What follows belongs to an exercise in optimizing a design on an open flow for small area; a production flow would make more cautious choices. In this exercise RTL edits were held to simulation tests only and were not proved equivalent to the original.

ember:
==> flow/design.v <==
`timescale 1ns / 1ps
module rampgen
  ( frequency,
    amplitude,
    M_AXIS_ACLK,
    M_AXIS_ARESETN,
    M_AXIS_TREADY,
    M_AXIS_TDATA,
    M_AXIS_TSTRB,
    M_AXIS_TLAST,
    M_AXIS_TVALID
  );
  parameter C_S_AXIS_TDATA_WIDTH = 256;
  input  [31:0] frequency;
  input  [31:0] amplitude;
  input wire  M_AXIS_ACLK;
  input wire  M_AXIS_ARESETN;
  input wire  M_AXIS_TREADY;
  output wire [C_S_AXIS_TDATA_WIDTH-1 : 0] M_AXIS_TDATA;
  output wire [(C_S_AXIS_TDATA_WIDTH/8)-1 : 0] M_AXIS_TSTRB;
  output wire  M_AXIS_TLAST;
  output reg  M_AXIS_TVALID;
  localparam SKIP = 3'd6;
  assign M_AXIS_TSTRB = {(C_S_AXIS_TDATA_WIDTH/8){1'b0}};
  assign M_AXIS_TLAST = 1'b0;
  wire clk = M_AXIS_ACLK;
  wire acc = M_AXIS_ARESETN & M_AXIS_TREADY;
  wire upd = M_AXIS_TVALID;           
  reg  [31:0] f_q;
  reg  [15:0] a_q;
  wire ev = !M_AXIS_ARESETN || (frequency != f_q) || (amplitude[15:0] != a_q);
  wire [15:0] na = ~a_q;
  reg  [27:0] q;                       
  wire [27:0] q_step = q + frequency[27:0];
  reg  [5:0] cnt;
  reg  [2:0] skip;
  reg        xfer;
  wire [5:0] cnt_n = ev ? 6'd0 : (cnt == 6'd48) ? cnt : cnt + 6'd1;
  reg  mul, first, stag, run, rdy, snap, ld1, dbl_on, c17, c18, c19;
  reg  [2:0] clr;                      
  reg  [2:0] clrh;                     
  reg  sel_r;                          
  reg  sel_s;                          
  reg  stag_h;                         
  wire [2:0] skip_n = ev ? 3'd0 : (cnt == 6'd31) ? SKIP :
                      (run && upd && skip != 3'd0) ? skip - 3'd1 : skip;
  wire xfer_n = ev ? 1'b0 : (cnt == 6'd31) ? 1'b1 : sel_r ? 1'b0 : xfer;
  wire live_n   = acc && (cnt_n >= 6'd32) && (skip_n == 3'd0);
  wire sel_r_n  = live_n && xfer_n && rdy;
  wire sel_s_n  = live_n && !(xfer_n && rdy);
  always @(posedge clk) begin
    cnt  <= cnt_n;
    skip <= skip_n;
    xfer <= xfer_n;
    mul   <= (cnt_n < 6'd16) || (cnt_n >= 6'd32 && cnt_n < 6'd48);
    first <= (cnt_n == 6'd0) || (cnt_n == 6'd32);
    stag  <= (cnt_n >= 6'd17) && (cnt_n <= 6'd30);
    run   <= (cnt_n >= 6'd32);
    rdy   <= (cnt_n == 6'd48);
    snap  <= (cnt_n == 6'd31);
    ld1   <= (cnt_n == 6'd16);
    dbl_on <= (cnt_n >= 6'd17) && (cnt_n <= 6'd20);
    c17   <= (cnt_n == 6'd17);
    c18   <= (cnt_n == 6'd18);
    c19   <= (cnt_n == 6'd19);
    clr[0] <= (cnt_n == 6'd28);
    clr[1] <= (cnt_n == 6'd21);
    clr[2] <= (cnt_n == 6'd16);
    clrh  <= clr;
    sel_r <= sel_r_n;
    sel_s <= sel_s_n;
    stag_h <= stag;
  end
  reg  [47:0] r;
  reg  [27:0] xs;
  wire [31:0] mx = (cnt < 6'd16) ? f_q : {xs, 4'b0000};
  wire        abit = a_q[~cnt[3:0]];
  wire [47:0] r_next = (first ? 48'd0 : {r[46:0], 1'b0}) + (abit ? {16'd0, mx} : 48'd0);
  reg  [31:0] d1;                      
  reg  [15:0] h1, h2, h4, hw;          
  reg  [15:0] p1, p2, p4;              
  wire [16:0] dbl_s = {hw, d1[{3'b111, ~(cnt[1:0] - 2'd1)}]};
  wire [17:0] cdb, ckm;
  wire [16:0] dbl_t;
  wire [15:0] kout;
  assign cdb[0] = 1'b1;
  assign ckm[0] = 1'b1;
  genvar i;
  generate
    for (i = 0; i < 17; i = i + 1) begin : db
      wire nai = (i < 16) ? na[i] : 1'b1;
      assign dbl_t[i] = dbl_s[i] ^ nai ^ cdb[i];
      assign cdb[i+1] = (dbl_s[i] & nai) | (cdb[i] & (dbl_s[i] ^ nai));
    end
    for (i = 0; i < 16; i = i + 1) begin : km
      assign kout[i]  = hw[i] ^ na[i] ^ ckm[i];
      assign ckm[i+1] = (hw[i] & na[i]) | (ckm[i] & (hw[i] ^ na[i]));
    end
  endgenerate
  wire [15:0] dbl   = cdb[17] ? dbl_t[15:0] : dbl_s[15:0];
  wire [31:0] bus_l = sel_r_n ? r[31:0] : sel_s_n ? {d1[27:0], 4'b0000} : stag ? d1 : 32'd0;
  wire [15:0] bh    = sel_r ? r[47:32] : sel_s ? hw : stag_h ? h1 : 16'd0;
  always @(posedge clk) begin
    M_AXIS_TVALID <= acc;
    f_q <= frequency;
    a_q <= amplitude[15:0];
    if (!M_AXIS_ARESETN)
      q <= 28'd0;
    else if (M_AXIS_TREADY)
      q <= q_step;
    if (mul)
      r <= r_next;
    if (snap)
      xs <= q_step;
    if (ld1) begin
      d1 <= r[31:0];
      h1 <= r[47:32];
      hw <= r[47:32];
    end
    if (dbl_on)
      hw <= dbl;
    if (c17)
      h2 <= dbl;
    if (c18)
      h4 <= dbl;
    if (c17)
      p1 <= kout;
    if (c18)
      p2 <= kout;
    if (c19)
      p4 <= kout;
  end
  wire [15:0] sh [0:2];
  wire [31:0] sl [0:2];
  genvar g;
  generate
    for (g = 0; g < 3; g = g + 1) begin : st
      reg  [15:0] h;
      reg  [31:0] l;
      reg         pc;                  
      wire [32:0] ls = {1'b0, l} + {1'b0, bus_l};
      always @(posedge clk) begin
        l  <= clr[g] ? 32'd0 : ls[31:0];
        pc <= ls[32];
      end
      wire [16:0] cu, ct;
      wire [15:0] u, t;
      assign cu[0] = pc;
      assign ct[0] = 1'b1;
      for (i = 0; i < 16; i = i + 1) begin : ad
        assign u[i]    = h[i] ^ bh[i] ^ cu[i];
        assign cu[i+1] = (h[i] & bh[i]) | (cu[i] & (h[i] ^ bh[i]));
        assign t[i]    = u[i] ^ na[i] ^ ct[i];
        assign ct[i+1] = (u[i] & na[i]) | (ct[i] & (u[i] ^ na[i]));
      end
      always @(posedge clk)
        h <= clrh[g] ? 16'd0 : (cu[16] | ct[16]) ? t : u;
      assign sh[g] = h;
      assign sl[g] = l;
    end
  endgenerate
  wire [15:0] samp [0:15];
  assign samp[2]  = sh[0];
  assign samp[9]  = sh[1];
  assign samp[14] = sh[2];
  generate
    for (g = 0; g < 16; g = g + 1) begin : dl
      if (g != 2 && g != 9 && g != 14) begin : c
        localparam integer S = (g <= 4 || g == 6) ? 0 : (g <= 11 || g == 13) ? 1 : 2;
        localparam integer B = (S == 0) ? 2 : (S == 1) ? 9 : 14;
        localparam integer K = g - B;
        localparam integer KA = (K < 0) ? -K : K;
        wire [31:0] dk = (KA == 1) ? d1 : (KA == 2) ? {d1[30:0], 1'b0} : {d1[29:0], 2'b00};
        wire [15:0] hk = (KA == 1) ? h1 : (KA == 2) ? h2 : h4;
        wire [15:0] pk = (KA == 1) ? p1 : (KA == 2) ? p2 : p4;
        wire [15:0] hb = sh[S];
        wire [31:0] lb = sl[S];
        wire [32:0] cc;
        reg         cq;
        assign cc[0] = (K < 0);
        for (i = 0; i < 32; i = i + 1) begin : cy
          wire dki = (K < 0) ? ~dk[i] : dk[i];
          assign cc[i+1] = (lb[i] & dki) | (cc[i] & (lb[i] | dki));
        end
        always @(posedge clk)
          cq <= cc[32];
        wire [15:0] xa = (K < 0) ? ~hk : hk;
        wire [15:0] xb = (K < 0) ? ~pk : pk;
        wire [16:0] ca, cb;
        wire [15:0] sa, sb;
        assign ca[0] = cq;
        assign cb[0] = cq;
        for (i = 0; i < 16; i = i + 1) begin : ad
          assign sa[i]   = hb[i] ^ xa[i] ^ ca[i];
          assign ca[i+1] = (hb[i] & xa[i]) | (ca[i] & (hb[i] ^ xa[i]));
          assign sb[i]   = hb[i] ^ xb[i] ^ cb[i];
          assign cb[i+1] = (hb[i] & xb[i]) | (cb[i] & (hb[i] ^ xb[i]));
        end
        if (K > 0) begin : p
          assign samp[g] = cb[16] ? sb : sa;
        end else begin : m
          assign samp[g] = ca[16] ? sa : sb;
        end
      end
    end
  endgenerate
  generate
    for (g = 0; g < 16; g = g + 1) begin : o
      assign M_AXIS_TDATA[16*g +: 16] = {~samp[g][15], samp[g][14:2], 2'b00};
    end
  endgenerate
endmodule
clock: 10.0 ns
lec_check: 0
cap_margin: 20
core_margin: 2
core_utilization: 60
cts_buf_list: sky130_fd_sc_hd__clkbuf_4 sky130_fd_sc_hd__clkbuf_8
slew_margin: 20
standard.sh (not shown) runs the stock make flow with config.mk's settings and CLKGATE_MAP_FILE= SYNTH_SCRIPT=/design/flow/synth_recipe.tcl, a recipe that flattens the netlist after the stock synthesis.
==> flow/flow/run.sh <==
#!/bin/bash
# Own layout flow: the standard flow (standard synthesis unchanged), with
# plain minimum-size buffers on the ports and a clock tree without dummy loads.
set -euo pipefail
export BUFFER_PORTS_ARGS="-buffer_cell sky130_fd_sc_hd__buf_1"
export CTS_ARGS="-sink_clustering_enable -repair_clock_nets -dont_use_dummy_load -buf_list {sky130_fd_sc_hd__clkbuf_4 sky130_fd_sc_hd__clkbuf_8}"
bash standard.sh > standard_flow.log 2>&1
The following lists how lagoon was set up differently from ember:
-- flow/design.v --
<<< ember, line 37
  reg        xfer;
  wire [5:0] cnt_n = ev ? 6'd0 : (cnt == 6'd48) ? cnt : cnt + 6'd1;
  reg  mul, first, stag, run, rdy, snap, ld1, dbl_on, c17, c18, c19;
  reg  [2:0] clr;                      
  reg  [2:0] clrh;                     
>>> lagoon, line 37
  reg        xfer;
  wire [5:0] cnt_n = ev ? 6'd0 : (cnt == 6'd48) ? cnt : cnt + 6'd1;
  reg  mul, stag, run, rdy, snap, ld1, dbl_on, c17, c18;
  reg  pl1, pl2, pl3;                  
  reg  [2:0] clr;                      
  reg  [2:0] clrh;                     
<<< ember, line 54
    xfer <= xfer_n;
    mul   <= (cnt_n < 6'd16) || (cnt_n >= 6'd32 && cnt_n < 6'd48);
    first <= (cnt_n == 6'd0) || (cnt_n == 6'd32);
    stag  <= (cnt_n >= 6'd17) && (cnt_n <= 6'd30);
    run   <= (cnt_n >= 6'd32);
>>> lagoon, line 55
    xfer <= xfer_n;
    mul   <= (cnt_n < 6'd16) || (cnt_n >= 6'd32 && cnt_n < 6'd48);
    stag  <= (cnt_n >= 6'd17) && (cnt_n <= 6'd30);
    run   <= (cnt_n >= 6'd32);
<<< ember, line 63
    c17   <= (cnt_n == 6'd17);
    c18   <= (cnt_n == 6'd18);
    c19   <= (cnt_n == 6'd19);
    clr[0] <= (cnt_n == 6'd28);
    clr[1] <= (cnt_n == 6'd21);
>>> lagoon, line 63
    c17   <= (cnt_n == 6'd17);
    c18   <= (cnt_n == 6'd18);
    pl1   <= sel_r_n;
    pl2   <= pl1 && !ev;
    pl3   <= pl2 && !ev;
    clr[0] <= (cnt_n == 6'd28);
    clr[1] <= (cnt_n == 6'd21);
<<< ember, line 73
  end
  reg  [47:0] r;
  reg  [27:0] xs;
  wire [31:0] mx = (cnt < 6'd16) ? f_q : {xs, 4'b0000};
  wire        abit = a_q[~cnt[3:0]];
  wire [47:0] r_next = (first ? 48'd0 : {r[46:0], 1'b0}) + (abit ? {16'd0, mx} : 48'd0);
  reg  [31:0] d1;                      
  reg  [15:0] h1, h2, h4, hw;          
  reg  [15:0] p1, p2, p4;              
  wire [16:0] dbl_s = {hw, d1[{3'b111, ~(cnt[1:0] - 2'd1)}]};
  wire [17:0] cdb, ckm;
>>> lagoon, line 75
  end
  reg  [47:0] r;
  reg  [17:0] a3;                      
  wire [1:0]  m  = r[1:0];
  wire [17:0] ma = (m == 2'd0) ? 18'd0 : (m == 2'd1) ? {2'b00, a_q} :
                   (m == 2'd2) ? {1'b0, a_q, 1'b0} : a3;
  wire [17:0] rs = {2'b00, r[47:32]} + ma;
  wire [47:0] r_next = {2'b00, rs[17:2], rs[1:0], r[31:2]};
  reg  [31:0] d1;                      
  reg  [15:0] h1, h2, h4, hw;          
  wire [15:0] p1 = r[15:0];
  wire [15:0] p2 = r[31:16];
  wire [15:0] p4 = r[47:32];
  wire [15:0] ks = pl1 ? h1 : pl2 ? h2 : h4;
  wire [16:0] dbl_s = {hw, d1[{3'b111, ~(cnt[1:0] - 2'd1)}]};
  wire [17:0] cdb, ckm;
<<< ember, line 94
    end
    for (i = 0; i < 16; i = i + 1) begin : km
      assign kout[i]  = hw[i] ^ na[i] ^ ckm[i];
      assign ckm[i+1] = (hw[i] & na[i]) | (ckm[i] & (hw[i] ^ na[i]));
    end
  endgenerate
>>> lagoon, line 101
    end
    for (i = 0; i < 16; i = i + 1) begin : km
      assign kout[i]  = ks[i] ^ na[i] ^ ckm[i];
      assign ckm[i+1] = (ks[i] & na[i]) | (ckm[i] & (ks[i] ^ na[i]));
    end
  endgenerate
<<< ember, line 109
    else if (M_AXIS_TREADY)
      q <= q_step;
    if (mul)
      r <= r_next;
    if (snap)
      xs <= q_step;
    if (ld1) begin
      d1 <= r[31:0];
>>> lagoon, line 116
    else if (M_AXIS_TREADY)
      q <= q_step;
    a3 <= {1'b0, amplitude[15:0], 1'b0} + {2'b00, amplitude[15:0]};
    if (ev)
      r <= {16'd0, frequency};
    else if (snap)
      r <= {16'd0, q_step, 4'b0000};
    else if (mul)
      r <= r_next;
    else if (pl1)
      r[15:0] <= kout;
    else if (pl2)
      r[31:16] <= kout;
    else if (pl3)
      r[47:32] <= kout;
    if (ld1) begin
      d1 <= r[31:0];
<<< ember, line 124
    if (c18)
      h4 <= dbl;
    if (c17)
      p1 <= kout;
    if (c18)
      p2 <= kout;
    if (c19)
      p4 <= kout;
  end
  wire [15:0] sh [0:2];
>>> lagoon, line 140
    if (c18)
      h4 <= dbl;
  end
  wire [15:0] sh [0:2];
==> comparison <==
- | final core utilization | higher: lagoon |
- [compare] base=ember new=lagoon: summed instance area of the synthesized netlist now smaller; total via count in the routed design now larger; non-filler instance count after layout now larger.
- Going from ember to lagoon, well-tap cell count dropped 2.0%, tightest hold margin lower, number of ordinary and repair buffers in the finished layout now larger, effective utilization at floorplan ~0 delta, wire length climbed 19 mm.
- Per the comparison of lagoon with ember, CTS buffer count lower; HPWL after detailed placement rose 14%; final area has decreased; placement-stage cell area fell 1500 um2.
- Max global-route usage across ember and lagoon: lagoon

## afterwards: timing with drivers on the ports
How much do the figures lean on ideal ports? The routed layouts below were timed once more, with nothing changed but the port constraints. Step 1: set_driving_cell puts a clkbuf_16 on M_AXIS_ACLK and a buf_2 on each other input, an assumption about the parent block. Step 2 adds t to the input delays and takes it off the output delays; t is the mean of the earliest and latest rising clock arrival at the registers after step 1. Input paths then give back, and output paths get back, about the clock's delay inside the block. a / b / c = no drivers / after step 1 / after step 2; a / b = the first two.
| run | t, ns | slack for setup (ns) | worst hold slack (ns) | worst setup path after step 2 |
|---|---|---|---|---|
| ember | 0.753 | 0.138 / 0.078 / 0.595 | 0.479 / 0.479 / 0.479 | register to register |
| lagoon | 0.730 | 0.117 / 0.049 / 0.580 | 0.462 / 0.462 / 0.462 | input to register |
After both steps setup and hold are still met in every run listed.
